Background: an optimization exercise with open tools, aiming at small area and a short achievable clock period. Do not read the settings as production practice. No functional check of the RTL was part of this run. Power figures rest on the tool's default switching activity, not on a simulated workload.

[design.v]
module PC(  
    output reg [31:0] PC_out,		 
    input [31:0] branch_add,		 
	 input PCSrc, jump, 
	 input [25:0] jump_add, 
    input clk,
    input rst
    );
	always @(posedge clk or posedge rst)
		begin
			if (rst)
				begin
					PC_out <= 0;
				end
			else
				begin
					if (PCSrc)
						begin
							PC_out <= branch_add;
						end
					else if (jump)
						begin
							PC_out <= {PC_out[31:28], jump_add, 2'b00};
						end
					else
						begin
							PC_out <= PC_out + 1;
						end
				end			
		end
endmodule
module Instr_mem(
    output reg [31:0] instr_out,
    input [31:0] imem_data,		 
    input clk,
    input rst
    );
	always @(*)
		begin
			if (rst)
				begin
					instr_out = 32'b0;
				end
			else
				begin
					instr_out = imem_data;
				end
		end
endmodule
module IF_ID_reg(
	output reg [31:0] instr_out_reg,
	output reg [31:0] PC_out_reg,
	input [31:0] PC_out,
	input [31:0] instr_out, 
	input clk, rst
    );
	always@(posedge clk or posedge rst)
		begin 
			if (rst)
				begin
					instr_out_reg <= 0;
					PC_out_reg <= 0;
				end
			else 
				begin
					instr_out_reg <= instr_out;
					PC_out_reg <= PC_out;
				end
		end
endmodule
module IF(
	 output [31:0] instr_out_reg,
	 output [31:0] PC_out_reg,
    input [31:0] branch_add,		 
	 input [25:0] jump_add, 
	 input PCSrc, Jump, 
	 output [31:0] imem_addr,		 
	 input [31:0] imem_data,		 
	 input clk,
    input rst
    );
	 wire [31:0] PC_out;		 
    wire [31:0] instr_out;
	 assign imem_addr = PC_out;
	 PC PC_IF (
    .PC_out(PC_out),		
    .branch_add(branch_add),		
	 .PCSrc(PCSrc),	
	 .jump(Jump),
	 .jump_add(jump_add),
    .clk(clk),
    .rst(rst)
    );
	 Instr_mem instr_IF (
    .instr_out(instr_out),
    .imem_data(imem_data),
    .clk(clk),
    .rst(rst)
    );
	 IF_ID_reg reg1 (
	 .instr_out_reg(instr_out_reg),
	 .PC_out_reg(PC_out_reg),
	 .PC_out(PC_out),
	 .instr_out(instr_out), 
	 .clk(clk),
	 .rst(rst)
    );
endmodule
module decoder(
	output reg [25:0] add_jType, 
	output reg [15:0] imm_val_iType,
	output reg [5:0] opcode_instr,	
	output reg [5:0] funct_instr,	
	output reg [4:0] rs_add,	
	output reg [4:0] rt_add,	
	output reg [4:0] rd_add,	
	output reg [4:0] shamt,
	input [31:0] instr_out_reg,	 
	input clk, rst
    );
	always @(*)
		begin
			if(rst)
				begin
					add_jType = 0;
					imm_val_iType <= 0;
					opcode_instr <= 0;
					funct_instr <= 0;
					rs_add <= 0;
					rt_add <= 0;
					rd_add <= 0;
					shamt <= 0;
				end
			else
				begin 
					add_jType = instr_out_reg[25:0];
					imm_val_iType <= instr_out_reg[15:0];
					opcode_instr <= instr_out_reg[31:26];
					funct_instr <= instr_out_reg[5:0];
					rs_add <= instr_out_reg[25:21];
					rt_add <= instr_out_reg[20:16];
					rd_add <= instr_out_reg[15:11];
					shamt <= instr_out_reg[10:6];
				end
		end
endmodule
module controlSignals(
	output reg RegDst,
	output reg ExtOp,
	output reg ALUsrc,
	output reg Branch,
	output reg Jump, 
	output reg MemWrite,
	output reg MemRead,
	output reg MemToReg,
	output reg RegWriteFromCS,
	output reg [1:0]ALUop,
	input[5:0] opcode_instr,
	input clk, rst
    );
	always @(*)
		begin
			if(rst)
				begin 
					ALUop <= 2'b00;
					RegDst <= 0;
					ExtOp <= 0;	
					ALUsrc <= 0;
					Branch <= 0;
					Jump <= 0;
					MemWrite <= 0;
					MemRead <= 0;
					MemToReg <= 0;
					RegWriteFromCS <= 0; 
				end
			else
				begin
					case(opcode_instr)
						6'b100011:		 
							begin
								ALUop <= 2'b00;
								RegDst <= 0;
								ExtOp <= 1;	
								ALUsrc <= 1;
								Branch <= 0;
								Jump <= 0;
								MemWrite <= 0;
								MemRead <= 1;
								MemToReg <= 1;
								RegWriteFromCS <= 1; 
							end
						6'b101011:		 
							begin
								ALUop <= 2'b00;
								RegDst <= 0;
								ExtOp <= 1;
								ALUsrc <= 1;
								Branch <= 0;
								Jump <= 0;
								MemWrite <= 1;
								MemRead <= 0;
								MemToReg <= 0;
								RegWriteFromCS <= 0; 
							end
						6'b000100:		 
							begin
								ALUop <= 2'b01;
								RegDst <= 0;
								ExtOp <= 1;
								ALUsrc <= 0;
								Branch <= 1;
								Jump <= 0;
								MemWrite <= 0;	
								MemRead <= 0;
								MemToReg <= 0;
								RegWriteFromCS <= 0;
							end
						6'b000000:		 
							begin
								ALUop <= 2'b10;
								RegDst <= 1;
								ExtOp <= 0;	
								ALUsrc <= 0;
								Branch <= 0;
								Jump <= 0;
								MemWrite <= 0;
								MemRead <= 0;
								MemToReg <= 1;
								RegWriteFromCS <= 1; 
							end
						6'b000010:
							begin
								ALUop = 2'b00;
								RegDst = 0;
								ExtOp = 0;	
								ALUsrc = 0;
								Branch = 0;
								Jump = 1;
								MemWrite = 0;
								MemRead = 0;
								MemToReg = 0;
								RegWriteFromCS = 0; 
							end
						default:
							begin
								ALUop <= 2'b01;
								RegDst <= 0;
								ExtOp <= 1;	
								ALUsrc <= 0;
								Branch <= 1;
								Jump <= 0;
								MemWrite <= 0;	
								MemRead <= 0;
								MemToReg <= 0;
								RegWriteFromCS <= 0;
							end
					endcase
				end
		end
endmodule
module regFile(
	output [31:0] Rs_Data, Rt_Data, 		 
	output reg [31:0] Rd_data,
	input regWriteFromWB, regDst, extOp, clk, rst,
	input [4:0] rs_add, rt_add,
	input [31:0] writeData,			 
	input [4:0] Destination			 
    );
	function [31:0] regInit;
		input [4:0] idx;
		begin
			case (idx)
				5'd16: regInit = 32'h00000011;
				5'd17: regInit = 32'h00000012;
				5'd18: regInit = 32'h00000013;
				5'd19: regInit = 32'h00000014;
				5'd20: regInit = 32'h00000015;
				5'd21: regInit = 32'h00000016;
				5'd22: regInit = 32'h00000017;
				5'd23: regInit = 32'h00000018;
				5'd24: regInit = 32'h00000019;
				5'd25: regInit = 32'h0000001A;
				5'd26: regInit = 32'h0000001B;
				5'd27: regInit = 32'h0000001C;
				5'd28: regInit = 32'h0000001D;
				5'd29: regInit = 32'h0000001E;
				5'd30: regInit = 32'h0000001F;
				5'd31: regInit = 32'h00000010;
				default: regInit = {27'b0, idx};
			endcase
		end
	endfunction
	wire [31:0] rf [0:31];
	genvar g;
	generate
		for (g = 0; g < 32; g = g + 1) begin : regs
			reg [31:0] q;
			always @(posedge clk or posedge rst)
			begin
				if (rst)
					q <= regInit(g);
				else if (regWriteFromWB && Destination == g)
					q <= writeData;
			end
			assign rf[g] = q;
		end
	endgenerate
	assign Rs_Data = rf[rs_add];
	assign Rt_Data = rf[rt_add];
	always @(posedge clk or posedge rst)
	begin
		if (rst)
			Rd_data <= 32'b0;
	end
endmodule
module ext_immediate(
	 output reg [31:0] ext_imm,
	 input [15:0] imm_val_iType,
	 input extOp,
	 input clk, rst
    );
	always @(*) 		
		begin
			if (rst)
				begin
					ext_imm <= 0;
				end
			else 
				begin 
					if (extOp) 
						begin		 
							ext_imm <= { {16{imm_val_iType[15]}}, imm_val_iType};
						end
					else 
						begin		 
							ext_imm <= {16'b0, imm_val_iType};
						end
				end
		end
endmodule
module ID_EXE_reg(
	output reg RegDst_reg,
	output reg ALUsrc_reg,
	output reg Branch_reg,
	output reg Jump_reg, 
	output reg MemWrite_reg,
	output reg MemRead_reg,
	output reg MemToReg_reg,
	output reg RegWriteFromCS_reg,
	output reg [1:0] ALUop_reg,	
	output reg [4:0] rt_add_reg,	
	output reg [4:0] rd_add_reg,
	output reg [31:0] Rs_Data_reg, Rt_Data_reg,
	output reg [31:0] ext_imm_reg,
	output reg [31:0] PC_out_reg_out, 
	output reg [25:0] add_jType_out, 
	input RegDst,
	input ALUsrc,
	input Branch,
	input Jump, 
	input MemWrite,
	input MemRead,
	input MemToReg,
	input RegWriteFromCS,
	input [1:0] ALUop,	
	input [4:0] rt_add,	
	input [4:0] rd_add,
	input [31:0] Rs_Data, Rt_Data,
	input [31:0] ext_imm,
	input [31:0] PC_out_reg_in, 
	input [25:0] add_jType_in, 
	input clk, rst
    );
	 always@(posedge clk or posedge rst)
		begin 
			if (rst)
				begin
					RegDst_reg <= 0; 
					ALUsrc_reg <= 0;
					Branch_reg <= 0;
					Jump_reg <= 0;
					MemWrite_reg <= 0;
					MemRead_reg <= 0;
					MemToReg_reg <= 0;
					RegWriteFromCS_reg <= 0;
					ALUop_reg <= 0;
					rt_add_reg <= 0;
					rd_add_reg <= 0;
					Rs_Data_reg <= 0;
					Rt_Data_reg <= 0;
					ext_imm_reg <= 0;
					PC_out_reg_out <= 0;	
					add_jType_out <= 0;
				end
			else 
				begin
					RegDst_reg <= RegDst; 
					ALUsrc_reg <= ALUsrc;
					Branch_reg <= Branch;
					Jump_reg <= Jump;
					MemWrite_reg <= MemWrite;
					MemRead_reg <= MemRead;
					MemToReg_reg <= MemToReg;
					RegWriteFromCS_reg <= RegWriteFromCS;
					ALUop_reg <= ALUop;
					rt_add_reg <= rt_add;
					rd_add_reg <= rd_add;
					Rs_Data_reg <= Rs_Data;
					Rt_Data_reg <= Rt_Data;
					ext_imm_reg <= ext_imm;
					PC_out_reg_out <= PC_out_reg_in;	
					add_jType_out <= add_jType_in;
				end
		end
endmodule
module ID(
    output [31:0] PC_out_reg_out,
    output [31:0] Rs_Data_reg,
    output [31:0] Rt_Data_reg,
    output [31:0] ext_imm_reg,
    output [4:0] rt_add_reg,
    output [4:0] rd_add_reg,			 
    output [1:0] ALUop_reg,
	 output [25:0] add_jType_out, 
	 output Jump_reg, 
    output RegDst_reg,
    output ALUsrc_reg,
    output Branch_reg,
    output MemWrite_reg,
    output MemRead_reg,
    output MemToReg_reg,
    output RegWriteFromCS_reg,
	 input regWriteFromWB, 				 
	 input [31:0] writeData,			 
	 input [4:0] Destination, 			 
    input [31:0] instr_out_reg,  
    input [31:0] PC_out_reg_in,  
    input clk, 
    input rst
    );
    wire [5:0] opcode_instr;
    wire [5:0] funct_instr;
    wire [4:0] rs_add;
    wire [4:0] rt_add;
    wire [4:0] rd_add;
    wire [4:0] shamt;
    wire [15:0] imm_val_iType;
    wire [31:0] Rs_Data;
    wire [31:0] Rt_Data;
    wire [31:0] Rd_Data;
    wire [31:0] ext_imm;
	 wire [25:0] add_jType;
    wire RegDst;
    wire ExtOp;
    wire ALUsrc;
    wire Branch;
    wire MemWrite;
    wire MemRead;
    wire MemToReg;
    wire RegWriteFromCS, jump;
    wire [1:0] ALUop;
    decoder decode (
        .add_jType(add_jType),
		  .imm_val_iType(imm_val_iType),
        .opcode_instr(opcode_instr),
        .funct_instr(funct_instr),
        .rs_add(rs_add),
        .rt_add(rt_add),
        .rd_add(rd_add),
        .shamt(shamt),
        .instr_out_reg(instr_out_reg),
        .clk(clk),
        .rst(rst)
    );
    controlSignals control (
        .RegDst(RegDst),
        .ExtOp(ExtOp),
        .ALUsrc(ALUsrc),
        .Branch(Branch),
		  .Jump(jump),
        .MemWrite(MemWrite),
        .MemRead(MemRead),
        .MemToReg(MemToReg),
        .RegWriteFromCS(RegWriteFromCS),
        .ALUop(ALUop),
        .opcode_instr(opcode_instr),
        .clk(clk),
        .rst(rst)
    );
    regFile registers (
        .Rs_Data(Rs_Data),
        .Rt_Data(Rt_Data),
        .Rd_data(Rd_data), 
        .regWriteFromWB(regWriteFromWB), 
        .regDst(RegDst),
        .extOp(ExtOp),
        .clk(clk),
        .rst(rst),
        .rs_add(rs_add),
		  .rt_add(rt_add), 
        .writeData(writeData), 
        .Destination(Destination)
    );
    ext_immediate extender (
        .ext_imm(ext_imm),
        .imm_val_iType(imm_val_iType),
		  .extOp(ExtOp),
        .clk(clk),
        .rst(rst)
    );
    ID_EXE_reg reg2 (
        .RegDst_reg(RegDst_reg),
        .ALUsrc_reg(ALUsrc_reg),
        .Branch_reg(Branch_reg),
		  .Jump_reg(Jump_reg),
        .MemWrite_reg(MemWrite_reg),
        .MemRead_reg(MemRead_reg),
        .MemToReg_reg(MemToReg_reg),
        .RegWriteFromCS_reg(RegWriteFromCS_reg),
        .ALUop_reg(ALUop_reg),
        .rt_add_reg(rt_add_reg),
        .rd_add_reg(rd_add_reg),
        .Rs_Data_reg(Rs_Data_reg),
        .Rt_Data_reg(Rt_Data_reg),
        .ext_imm_reg(ext_imm_reg),
        .PC_out_reg_out(PC_out_reg_out),
		  .add_jType_out(add_jType_out),
        .RegDst(RegDst),
        .ALUsrc(ALUsrc),
        .Branch(Branch),
		  .Jump(jump),
        .MemWrite(MemWrite),
        .MemRead(MemRead),
        .MemToReg(MemToReg),
        .RegWriteFromCS(RegWriteFromCS),
        .ALUop(ALUop),
        .rt_add(rt_add),
        .rd_add(rd_add),
        .Rs_Data(Rs_Data),
        .Rt_Data(Rt_Data),
        .ext_imm(ext_imm),
        .PC_out_reg_in(PC_out_reg_in),
		  .add_jType_in(add_jType),
        .clk(clk),
        .rst(rst)
    );
endmodule
module PC_branch(
	 output reg [31:0] branchAddOut,		 
    input [31:0] addFromPC,		 
    input [31:0] branch_add,		 
    input clk,
    input rst
    );
	reg [31:0]	temp_branch;
	always @(posedge clk or posedge rst)
		begin
			if (rst)
				begin
					branchAddOut <= 0;
					temp_branch <= 0;
				end
			else
				begin
					temp_branch <= branch_add << 2;
					branchAddOut <= temp_branch + addFromPC;
				end			
		end
endmodule
module ALUcontrol(
	output reg [3:0] ALUoperation,
	input [1:0] ALUop_controlSignals,
	input [5:0] funct,
	input clk, rst
    );
	always @(*)
		begin
			if (rst) 
				begin
					ALUoperation <= 0;
				end
			else 
				begin
					case (ALUop_controlSignals)
						2'b00:
							begin
								ALUoperation <= 4'b0010;
							end
						2'b01: ALUoperation <= 4'b0110;
						2'b10:
							begin
								case (funct)
									6'b100000: ALUoperation <= 4'b0010;
									6'b100010: ALUoperation <= 4'b0110;
									6'b100100: ALUoperation <= 4'b0000;
									6'b100101: ALUoperation <= 4'b0001;
									6'b101010: ALUoperation <= 4'b0111;
									default: ALUoperation <= 4'b0010;
								endcase
							end
						default: ALUoperation <= 4'b0010;
					endcase
				end
		end
endmodule
module ALU(
	output reg [31:0] ALUresult,
	output reg zero,
	input [31:0] Rs_Data, Rt_Data,
	input [31:0] ext_imm,
	input [3:0] ALUoperation, 
	input ALUsrc, clk, rst
    );
	always @(*)
		begin
			if (rst)
				begin
					ALUresult <= 0;
					zero <= 0;
				end
			else 
				begin 
					case (ALUoperation)
						4'b0010:
							begin 
								if (ALUsrc)
									begin
										ALUresult <= Rs_Data + ext_imm;
									end
								else
									begin
										ALUresult <= Rs_Data + Rt_Data;
									end
							end
						4'b0110:
							begin 
								if (ALUsrc)
									begin
										ALUresult <= Rs_Data - ext_imm;
									end
								else
									begin
										ALUresult <= Rs_Data - Rt_Data;
									end
							end
						4'b0000: ALUresult <= Rs_Data & Rt_Data;
						4'b0001: ALUresult <= Rs_Data | Rt_Data;
						4'b0111: ALUresult <= (Rs_Data < Rt_Data) ? 1 : 0;
						default: ALUresult <= 0;
					endcase
					if (ALUresult == 0)
						begin
							zero <= 1;
						end
					else
						begin
							zero <= 0;
						end
				end
		end
endmodule 
module EXE_MEM_reg(
	 output reg Branch_regOut,
    output reg MemWrite_regOut,
    output reg MemRead_regOut,
    output reg MemToReg_regOut,
    output reg RegWriteFromCS_regOut,
    output reg zeroOut,
    output reg [4:0] DestinationOut,
	 output reg [31:0] branchAddOut, ALUresultOut, Rt_Data_out,
	 input Branch_regIn,
    input MemWrite_regIn,
    input MemRead_regIn,
    input MemToReg_regIn,
    input RegWriteFromCS_regIn,
    input zeroIn,
    input [4:0] DestinationIn,
	 input [31:0] branchAddIn, ALUresultIn, Rt_Data_in,
	 input clk, rst
    );
	always@(posedge clk or posedge rst)
		begin 
			if (rst)
				begin
					 Branch_regOut <= 0;
					 MemWrite_regOut <= 0;
					 MemRead_regOut <= 0;
					 MemToReg_regOut <= 0;
					 RegWriteFromCS_regOut <= 0;
					 zeroOut <= 0;
					 DestinationOut <= 0;
					 branchAddOut <= 0;
					 ALUresultOut <= 0;
					 Rt_Data_out <= 0;		
				end
			else 
				begin
					 Branch_regOut <= Branch_regIn;
					 MemWrite_regOut <= MemWrite_regIn;
					 MemRead_regOut <= MemRead_regIn;
					 MemToReg_regOut <= MemToReg_regIn;
					 RegWriteFromCS_regOut <= RegWriteFromCS_regIn;
					 zeroOut <= zeroIn;
					 DestinationOut <= DestinationIn;
					 branchAddOut <= branchAddIn;
					 ALUresultOut <= ALUresultIn;
					 Rt_Data_out <= Rt_Data_in;	
				end
		end
endmodule
module EXE(
	 output Branch_regOut,
    output MemWrite_regOut,
    output MemRead_regOut,
    output MemToReg_regOut,
    output RegWriteFromCS_regOut,
    output zero,
    output [4:0] Destination,
	 output [31:0] branchAddOut, ALUresult, Rt_Data_out,
	 input [31:0] PC_out_reg_out,
    input [31:0] Rs_Data_reg,
    input [31:0] Rt_Data_reg,
    input [31:0] ext_imm_reg,
    input [4:0] rt_add_reg,
    input [4:0] rd_add_reg,			 
    input [1:0] ALUop_reg,
    input RegDst_reg,
    input ALUsrc_reg,
    input Branch_reg,
    input MemWrite_reg,
    input MemRead_reg,
    input MemToReg_reg,
    input RegWriteFromCS_reg, clk, rst
    );
	wire [3:0] ALUoperation;
	wire [31:0] branch_address;
	wire [31:0] ALUresult_temp;
	wire zeroIn;
	wire [4:0] DestinationIn;
	ALUcontrol alu_control (
		.ALUoperation(ALUoperation),
		.ALUop_controlSignals(ALUop_reg),
		.funct(ext_imm_reg[5:0]),
		.clk(clk),
		.rst(rst)
	);
	ALU alu (
		.ALUresult(ALUresult_temp),
		.zero(zeroIn),
		.Rs_Data(Rs_Data_reg),
		.Rt_Data(Rt_Data_reg),
		.ext_imm(ext_imm_reg),	
		.ALUoperation(ALUoperation),
		.ALUsrc(ALUsrc_reg),
		.clk(clk),
		.rst(rst)
	);
	PC_branch pc_branch (
		.branchAddOut(branch_address),
		.addFromPC(PC_out_reg_out),
		.branch_add(ext_imm_reg),
		.clk(clk),
		.rst(rst)
	);
	assign DestinationIn = (RegDst_reg) ? rd_add_reg : rt_add_reg;
	EXE_MEM_reg exe_mem_reg (
		.Branch_regOut(Branch_regOut),
		.MemWrite_regOut(MemWrite_regOut),
		.MemRead_regOut(MemRead_regOut),
		.MemToReg_regOut(MemToReg_regOut),
		.RegWriteFromCS_regOut(RegWriteFromCS_regOut),
		.zeroOut(zero),
		.DestinationOut(Destination),
		.branchAddOut(branchAddOut),
		.ALUresultOut(ALUresult),
		.Rt_Data_out(Rt_Data_out),
		.Branch_regIn(Branch_reg),
		.MemWrite_regIn(MemWrite_reg),
		.MemRead_regIn(MemRead_reg),
		.MemToReg_regIn(MemToReg_reg),
		.RegWriteFromCS_regIn(RegWriteFromCS_reg),
		.zeroIn(zeroIn),
		.DestinationIn(DestinationIn),
		.branchAddIn(branch_address),
		.ALUresultIn(ALUresult_temp),
		.Rt_Data_in(Rt_Data_reg),
		.clk(clk),
		.rst(rst)
	);
endmodule
module dataMemory(
	output reg [31:0] readData,							 
	input [31:0] ALUresult, writeData,		 
	input memWrite, memRead, clk, rst		 
    );
	function [31:0] memInit;
		input [4:0] idx;
		begin
			case (idx)
				5'd16: memInit = 32'h00000011;
				5'd17: memInit = 32'h00000012;
				5'd18: memInit = 32'h00000013;
				5'd19: memInit = 32'h00000014;
				5'd20: memInit = 32'h00000015;
				5'd21: memInit = 32'h00000001;
				5'd22: memInit = 32'h00000010;
				5'd23: memInit = 32'h00000018;
				5'd24: memInit = 32'h00000019;
				5'd25: memInit = 32'h0000001A;
				5'd26: memInit = 32'h0000001B;
				5'd27: memInit = 32'h0000001C;
				5'd28: memInit = 32'h0000001D;
				5'd29: memInit = 32'h0000001E;
				5'd30: memInit = 32'h0000001F;
				5'd31: memInit = 32'h00000010;
				default: memInit = {27'b0, idx};
			endcase
		end
	endfunction
	wire [31:0] dm [0:31];
	genvar g;
	generate
		for (g = 0; g < 32; g = g + 1) begin : words
			reg [31:0] q;
			always @(posedge clk or posedge rst)
			begin
				if (rst)
					q <= memInit(g);
				else if (memWrite && ALUresult[4:0] == g)
					q <= writeData;
			end
			assign dm[g] = q;
		end
	endgenerate
	always @(*)
		begin
			if (memRead)
				readData = dm[ALUresult[4:0]];
			else
				readData = 32'b0;
		end
endmodule
module MEM_WB_reg(
	 output reg [31:0] ALUresultOut, readDataOut,
	 output reg regWriteOut, MemToRegOut,
	 output reg [4:0] Destination_out,
	 input [31:0] ALUresultIn, readDataIn,
	 input regWriteIn, MemToRegIn,
	 input [4:0] Destination_in,
	 input clk, rst
    );
	 always @(posedge clk or posedge rst)
		begin
			if (rst)
				begin
					 ALUresultOut <= 0;
					 readDataOut <= 0;
					 regWriteOut <= 0;
					 MemToRegOut <= 0;
					 Destination_out <= 0;
				end
			else
				begin
					 ALUresultOut <= ALUresultIn;
					 readDataOut <= readDataIn;
					 regWriteOut <= regWriteIn;
					 MemToRegOut <= MemToRegIn;
					 Destination_out <= Destination_in;
				end
		end
endmodule
module MEM(
	 output [31:0] branch_out, ALUresultOut, readData,		 
	 output PCsrc, regWriteOut, MemToRegOut,
	 output [4:0] Destination_out,
	 input [31:0] branch_in, ALUresult, Rt_data,
	 input [4:0] Destination_in,
	 input memRead, memWrite, zero, branch, regWriteIn, MemToRegIn, clk, rst
    );
	 wire [31:0] readDataMemory;
    wire memWriteSignal, memReadSignal;
    dataMemory mem (
        .readData(readDataMemory),       
        .ALUresult(ALUresult),           
        .writeData(Rt_data),             
        .memWrite(memWrite),             
        .memRead(memRead),               
        .clk(clk), 
        .rst(rst)
    );
    assign PCsrc = branch && zero;
    assign branch_out = branch_in;
    MEM_WB_reg mem_wb (
        .ALUresultOut(ALUresultOut), 
        .readDataOut(readData), 
        .regWriteOut(regWriteOut), 
        .MemToRegOut(MemToRegOut), 
        .Destination_out(Destination_out),
        .ALUresultIn(ALUresult), 
        .readDataIn(readDataMemory), 
        .regWriteIn(regWriteIn), 
        .MemToRegIn(MemToRegIn), 
        .Destination_in(Destination_in), 
        .clk(clk), 
        .rst(rst)
    );
endmodule
module WB(
	 output reg [31:0] writeData,		 
	 output reg regWriteOut,
	 output reg [4:0] Destination_out,
	 input MemToReg, regWriteIn,	 
	 input [31:0] memData, 	 
	 input [31:0] ALUreseult,	 
	 input [4:0] Destination_in,	 
	 input clk, rst
    );
	 always@ (posedge clk or posedge rst)
		begin
			if (rst)
				begin
					writeData <= 0;
					regWriteOut <= 0;
					Destination_out <= 0;
				end
			else
				begin
					if(MemToReg)
						begin
							writeData <= ALUreseult;		 
						end
					else
						begin
							writeData <= memData;
						end
					regWriteOut <= regWriteIn;
					Destination_out <= Destination_in;
				end
		end
endmodule
module main(
	 output [31:0] instr_out_reg_IF,
    output [31:0] PC_out_reg_IF,
    output [31:0] PC_out_reg_ID,
    output [31:0] Rs_Data_reg_ID,
    output [31:0] Rt_Data_reg_ID,
    output [31:0] ext_imm_reg_ID,
    output [4:0] rt_add_reg_ID,
    output [4:0] rd_add_reg_ID,
    output [1:0] ALUop_reg_ID,
    output RegDst_reg_ID,
    output ALUsrc_reg_ID,
    output Branch_reg_ID,
    output MemWrite_reg_ID,
    output MemRead_reg_ID,
    output MemToReg_reg_ID,
    output RegWriteFromCS_reg_ID,
	 output [25:0] add_jType_ID, 
	 output Jump_reg_ID, 
    output Branch_reg_EXE,
    output MemWrite_reg_EXE,
    output MemRead_reg_EXE,
    output MemToReg_reg_EXE,
    output RegWriteFromCS_reg_EXE,
    output zero_EXE,
    output [4:0] Destination_EXE,
    output [31:0] branchAddOut_EXE,
    output [31:0] ALUresult_EXE,
    output [31:0] Rt_Data_out_EXE,
    output [31:0] branch_out_MEM,
    output [31:0] ALUresultOut_MEM,
    output [31:0] readData_MEM,
    output PCsrc_MEM,
    output regWriteOut_MEM,
    output MemToRegOut_MEM,
    output [4:0] Destination_out_MEM,
    output [31:0] writeData_WB,
    output regWriteOut_WB,
    output [4:0] Destination_out_WB,
    output [31:0] imem_addr,
    input [31:0] imem_data,
    input clk,
    input rst
);
    IF if_module (
        .instr_out_reg(instr_out_reg_IF),
        .PC_out_reg(PC_out_reg_IF),
        .branch_add(branch_out_MEM),
		  .jump_add(add_jType_ID),
        .PCSrc(PCsrc_MEM),
		  .Jump(Jump_reg_ID),
        .imem_addr(imem_addr),
        .imem_data(imem_data),
        .clk(clk),
        .rst(rst) 
    );
    ID id_module (
        .PC_out_reg_out(PC_out_reg_ID),
        .Rs_Data_reg(Rs_Data_reg_ID),
        .Rt_Data_reg(Rt_Data_reg_ID),
        .ext_imm_reg(ext_imm_reg_ID),
        .rt_add_reg(rt_add_reg_ID),
        .rd_add_reg(rd_add_reg_ID),
        .ALUop_reg(ALUop_reg_ID),
		  .add_jType_out(add_jType_ID),
		  .Jump_reg(Jump_reg_ID),
        .RegDst_reg(RegDst_reg_ID),
        .ALUsrc_reg(ALUsrc_reg_ID),
        .Branch_reg(Branch_reg_ID),
        .MemWrite_reg(MemWrite_reg_ID),
        .MemRead_reg(MemRead_reg_ID),
        .MemToReg_reg(MemToReg_reg_ID),
        .RegWriteFromCS_reg(RegWriteFromCS_reg_ID),
        .regWriteFromWB(regWriteOut_WB),
        .writeData(writeData_WB),
        .Destination(Destination_out_WB),
        .instr_out_reg(instr_out_reg_IF),
        .PC_out_reg_in(PC_out_reg_IF),
        .clk(clk),
        .rst(rst)
    );
    EXE exe_module (
        .Branch_regOut(Branch_reg_EXE),
        .MemWrite_regOut(MemWrite_reg_EXE),
        .MemRead_regOut(MemRead_reg_EXE),
        .MemToReg_regOut(MemToReg_reg_EXE),
        .RegWriteFromCS_regOut(RegWriteFromCS_reg_EXE),
        .zero(zero_EXE),
        .Destination(Destination_EXE),
        .branchAddOut(branchAddOut_EXE),
        .ALUresult(ALUresult_EXE),
        .Rt_Data_out(Rt_Data_out_EXE),
        .PC_out_reg_out(PC_out_reg_ID),
        .Rs_Data_reg(Rs_Data_reg_ID),
        .Rt_Data_reg(Rt_Data_reg_ID),
        .ext_imm_reg(ext_imm_reg_ID),
        .rt_add_reg(rt_add_reg_ID),
        .rd_add_reg(rd_add_reg_ID),
        .ALUop_reg(ALUop_reg_ID),
        .RegDst_reg(RegDst_reg_ID),
        .ALUsrc_reg(ALUsrc_reg_ID),
        .Branch_reg(Branch_reg_ID),
        .MemWrite_reg(MemWrite_reg_ID),
        .MemRead_reg(MemRead_reg_ID),
        .MemToReg_reg(MemToReg_reg_ID),
        .RegWriteFromCS_reg(RegWriteFromCS_reg_ID),
        .clk(clk),
        .rst(rst)
    );
    MEM mem_module (
        .branch_out(branch_out_MEM),
        .ALUresultOut(ALUresultOut_MEM),
        .readData(readData_MEM),
        .PCsrc(PCsrc_MEM),
        .regWriteOut(regWriteOut_MEM),
        .MemToRegOut(MemToRegOut_MEM),
        .Destination_out(Destination_out_MEM),
        .branch_in(branchAddOut_EXE),
        .ALUresult(ALUresult_EXE),
        .Rt_data(Rt_Data_out_EXE),
        .Destination_in(Destination_EXE),
        .memRead(MemRead_reg_EXE),
        .memWrite(MemWrite_reg_EXE),
        .zero(zero_EXE),
        .branch(Branch_reg_EXE),
        .regWriteIn(RegWriteFromCS_reg_EXE),
        .MemToRegIn(MemToReg_reg_EXE),
        .clk(clk),
        .rst(rst)
    );
    WB wb_module (
        .writeData(writeData_WB),
        .regWriteOut(regWriteOut_WB),
        .Destination_out(Destination_out_WB),
        .MemToReg(MemToRegOut_MEM),
        .regWriteIn(RegWriteFromCS_reg_EXE),
        .memData(readData_MEM),
        .ALUreseult(ALUresultOut_MEM),
        .Destination_in(Destination_EXE),
        .clk(clk),
        .rst(rst)
    );
endmodule
[run.sh]
#!/bin/bash
# synth_recipe.tcl (not shown) runs the flow's synth.tcl, then flattens the netlist and writes it again
# the make line also repeats each setting of config.mk as NAME=value (left out here)
make -C /OpenROAD-flow-scripts/flow DESIGN_CONFIG=/design/flow/config.mk WORK_HOME=/design/flow/orfs CLKGATE_MAP_FILE= SYNTH_SCRIPT=/design/flow/synth_recipe.tcl finish
[config.mk]
export PLATFORM = sky130hd
export DESIGN_NAME = main
export DESIGN_NICKNAME = main
export VERILOG_FILES = /design/flow/design.v
export SDC_FILE = /design/flow/constraint.sdc
export NUM_CORES = 4
export LEC_CHECK = 0
export CAP_MARGIN = 20
export CORE_MARGIN = 2
export CORE_UTILIZATION = 40
export PLACE_DENSITY = 0.6
export SLEW_MARGIN = 20
[constraint.sdc]
create_clock -name core_clock -period 5.5 [get_ports {clk}]
set_input_delay 1.1000 -clock core_clock [delete_from_list [all_inputs] [get_ports {clk}]]
set_output_delay 1.1000 -clock core_clock [all_outputs]
set_load 0.01 [all_outputs]
==> run summary <==
data required time of the critical path=6.33 ns; synthesized cell area=0.118 mm2; Crit Path Class=flop to flop; Synth Register Bits=about 2500; most frequent cells in the layout=dfrtp_1, mux2_2, a22oi_1; TritonCTS Buffers=between 200 and 300; max_cap viols=0; worst reg-to-reg path cell count=16; Setup Skew=~0.038 ns; Final Wtd Congestion=roughly 1.0; post-synth top area share=around half; Final Non-Filler Cells=14081; Worst setup SP type=flop; final-report hold violation count=0; Hold WC Path Type=flop to flop; die width=546 um; H-tree Lvls=5; EDFF count, synth=0; Main synth FF type=dfrtp_1; Die Y-Extent=roughly 550 um; Inst Count DP=~14000; commonest non-fill, non-tap cell in the layout=dfrtp_1; worst-margin pin slew=roughly 1.3 ns; TritonCTS clock tree=built; Reg2Reg Capture Point=exe_module.exe_mem_reg.zeroOut$_DFF_PP0_; Ports=553; Synth Area in Adders=under 10%; syn_area_per_cell=approximately 12 um2; worst-case clock buffer depth=4; WL/cell=~40 um; Rel. slew slack=between 15 and 20%; placed cell area=between 0.1 and 0.15 mm2; Routed Antenna Nets=0; Synth cell types=88; Worst setup endpoint=exe_module.exe_mem_reg.zeroOut$_DFF_PP0_; outcome=timing/DRC/antenna clean; crit-path max FO=between 40 and 50; CTS Hold Bufs=0; routed vias=about 94000; element type at the critical path end=flop; HP Start=exe_module.pc_branch.branchAddOut[7]$_DFF_PP0_; Synth Area in Simple Gates=5.98%; drt drc=0; largest net degree at the start of global routing=190; PortBufs=552; fmax=about 200 MHz; fin. max-slew vios=0; Resize count post-CTS=0; 1st-pass router iterations=13; Synth-to-Final Area Change=18.9%; Tmin final=slightly above 5 ns; synth top area cells=dfrtp_1, mux2_2, a22oi_1; share of layout cells above drive strength 1=between 30% and 40%; Worst Setup SP=id_module.reg2.ALUsrc_reg$_DFF_PP0_; initial antenna violation count=33; vias in the first global route=roughly 94000; Avg Vias per Cell=approximately 6.7; row count=slightly below 200; main combinational cell family by area after synthesis=multiplexers; Post-Synth XOR/XNOR Area=less than 1%; clock slew at reported path FFs=~0.06 ns; Iteration-0 DRC Markers=around 13000; Skew-Pair Late Insertion Delay=about 0.95 ns; RSZ-0062 raised after global routing=false; syn_nets=just under 10000; post-route setup slack=roughly 0.47 ns; Global Route Usage Sum=36.8%; CTS Root Cell=clkbuf_16; FF-to-FF setup slack=0.47 ns; Reg-to-Reg Start=id_module.reg2.ALUsrc_reg$_DFF_PP0_; PD cells=about 310 mW/mm2; Leak=roughly 65 nW; fin nets=10144; Synth Area in Compound Gates=between 10% and 20%; clock sink total=2533; Pwr Total=43.9 mW; first-pass GRT wire length=slightly below 800000 um; Arr. time, crit path=5.86 ns; ys async rst share=100%; worst-case hold slack=0.342 ns; filler instances=around 26000; Top Registers=id_module.registers.regs.q (1024), mem_module.mem.words.q (1024); die outline area=0.298 mm2; total wire length=between 500000 and 600000 um; biggest area consumer among synthesized cells=dfrtp_1; Detailed Place HPWL=approximately 370000 um; GRT overflow=0; final worst-path cycle share=a little over 90%; setup repair bufs after CTS=0; post-synthesis mux area share=about a fifth; core region area=between 0.2 and 0.3 mm2; Gate Count Post-Synth=9470; sequential-to-total area share from yosys stat=a little over half; Post-Place Worst Slack=roughly 0.37 ns; worst vdd ir=about 0.00026 V; design area=0.140 mm2; synth warn=17; effective utilization at floorplan=between 40% and 50%; Final setup viols=0
worst min path at each step:
stage / cells past startpoint / to
global route: 0 / exe_module.exe_mem_reg.branchAddOut[7]$_DFF_PP0_
floorplan: 0 / exe_module.exe_mem_reg.branchAddOut[0]$_DFF_PP0_
global placement: 0 / exe_module.exe_mem_reg.branchAddOut[27]$_DFF_PP0_
detailed placement: 0 / exe_module.exe_mem_reg.branchAddOut[3]$_DFF_PP0_
finish: 0 / exe_module.exe_mem_reg.branchAddOut[7]$_DFF_PP0_
CTS: 0 / exe_module.exe_mem_reg.branchAddOut[10]$_DFF_PP0_
synth_stat cells (30+ instances only):
| master | instances |
|---|---|
| buf_1 | 173 |
| clkbuf_1 | 589 |
| a221oi_1 | 207 |
| a21o_1 | 43 |
| nand4_1 | 229 |
| nor4_1 | 44 |
| nand2_1 | 341 |
| inv_1 | 134 |
| dfrtp_1 | 2378 |
| a21oi_1 | 262 |
| buf_4 | 83 |
| a222oi_1 | 52 |
| a211oi_1 | 30 |
| a22oi_1 | 945 |
| nand2b_1 | 32 |
| ha_1 | 191 |
| o2111ai_1 | 32 |
| or3_1 | 46 |
| xor2_1 | 40 |
| mux2_2 | 2086 |
| a22o_1 | 204 |
| nand3_1 | 162 |
| or4_1 | 30 |
| xnor2_1 | 57 |
| nor3_1 | 87 |
| nor2_1 | 253 |
| dfstp_2 | 155 |
| nor2b_1 | 75 |
| o21ai_0 | 183 |
stage by stage:
step                util, %  setup TNS, ns
global placement       44.2              0
global route           47.7              0
finish                 47.7              0
CTS                    47.6              0
floorplan                 -       -2840.01
detailed placement     44.2              0
cells by family after synthesis:
kind of cell	Yosys count
compound gates	2164
mux	2104
fa+ha+maj	195
xor+xnor	97
flops	2533
simple gates	1389
buf+inv	988
area by class of cell:
type	count	area (um2)	share of cell area (%)
Timing Repair Buffer	1008	9760	6.98
Multi-Input combinational cell	5949	51200	36.6
Inverter	136	539	0.386
Sequential cell	2533	63600	45.5
Tap cell	3919	4900	3.51
Antenna cell	19	47.5	0.0340
Clock buffer	406	8300	5.94
Clock inverter	111	1510	1.08
per-layer routing:
layer	global-route usage, %	part of all wire, %	routed length, um
met5	0.0962	0.018	102
met3	10.7	11	59900
met1	45.1	37	208000
met4	24.7	8.2	46300
met2	56.4	44	249000
worst max-delay path, cell delays in order, from the launching register on:
cell and delay, ns:
dfrtp_2 0.56, buf_12 0.27, buf_4 0.33, o21ai_0 0.23
ha_1 0.46, a21oi_1 0.11, o21ai_0 0.34, nor3_1 0.14
a2bb2oi_1 0.57, a21oi_1 0.16, a211o_1 0.33, o21ai_0 0.51
xnor2_1 0.14, a21oi_1 0.16, o211ai_1 0.10, buf_4 0.18
nor4_2 0.25
power by group:
group	switching (mW)	internal, mW	leakage [nW]
Combinational	2.19	1.57	25.3
Sequential	0.774	19.2	34.6
Clock	8.41	11.7	4.83

[what the ideal ports hide]
How much do the figures lean on ideal ports? The routed layout below was timed once more, with nothing changed but the port constraints. Step 1, drivers: a clkbuf_16 drives clk and a buf_2 each remaining input, both assumed. Step 2 times the ports against the registers' clock, not the clock port: input delays grow and output delays shrink by t, the midpoint of the rising clock arrivals with the driver on. Three values: ideal ports, drivers, drivers and shift; two values: the first two.
t, ns: 1.010
setup WS [ns]: 0.467 / 0.467 / 0.232
latest minus earliest clock arrival (ns): 0.047 / 0.047
worst register clock-pin slew, ns: 0.07 / 0.07
cell pins on the clock port's net: 1
After both steps this run still meets setup and hold. For this run, drivers alone change the setup slack by 0.000 ns; drivers and shift together by -0.235 ns.
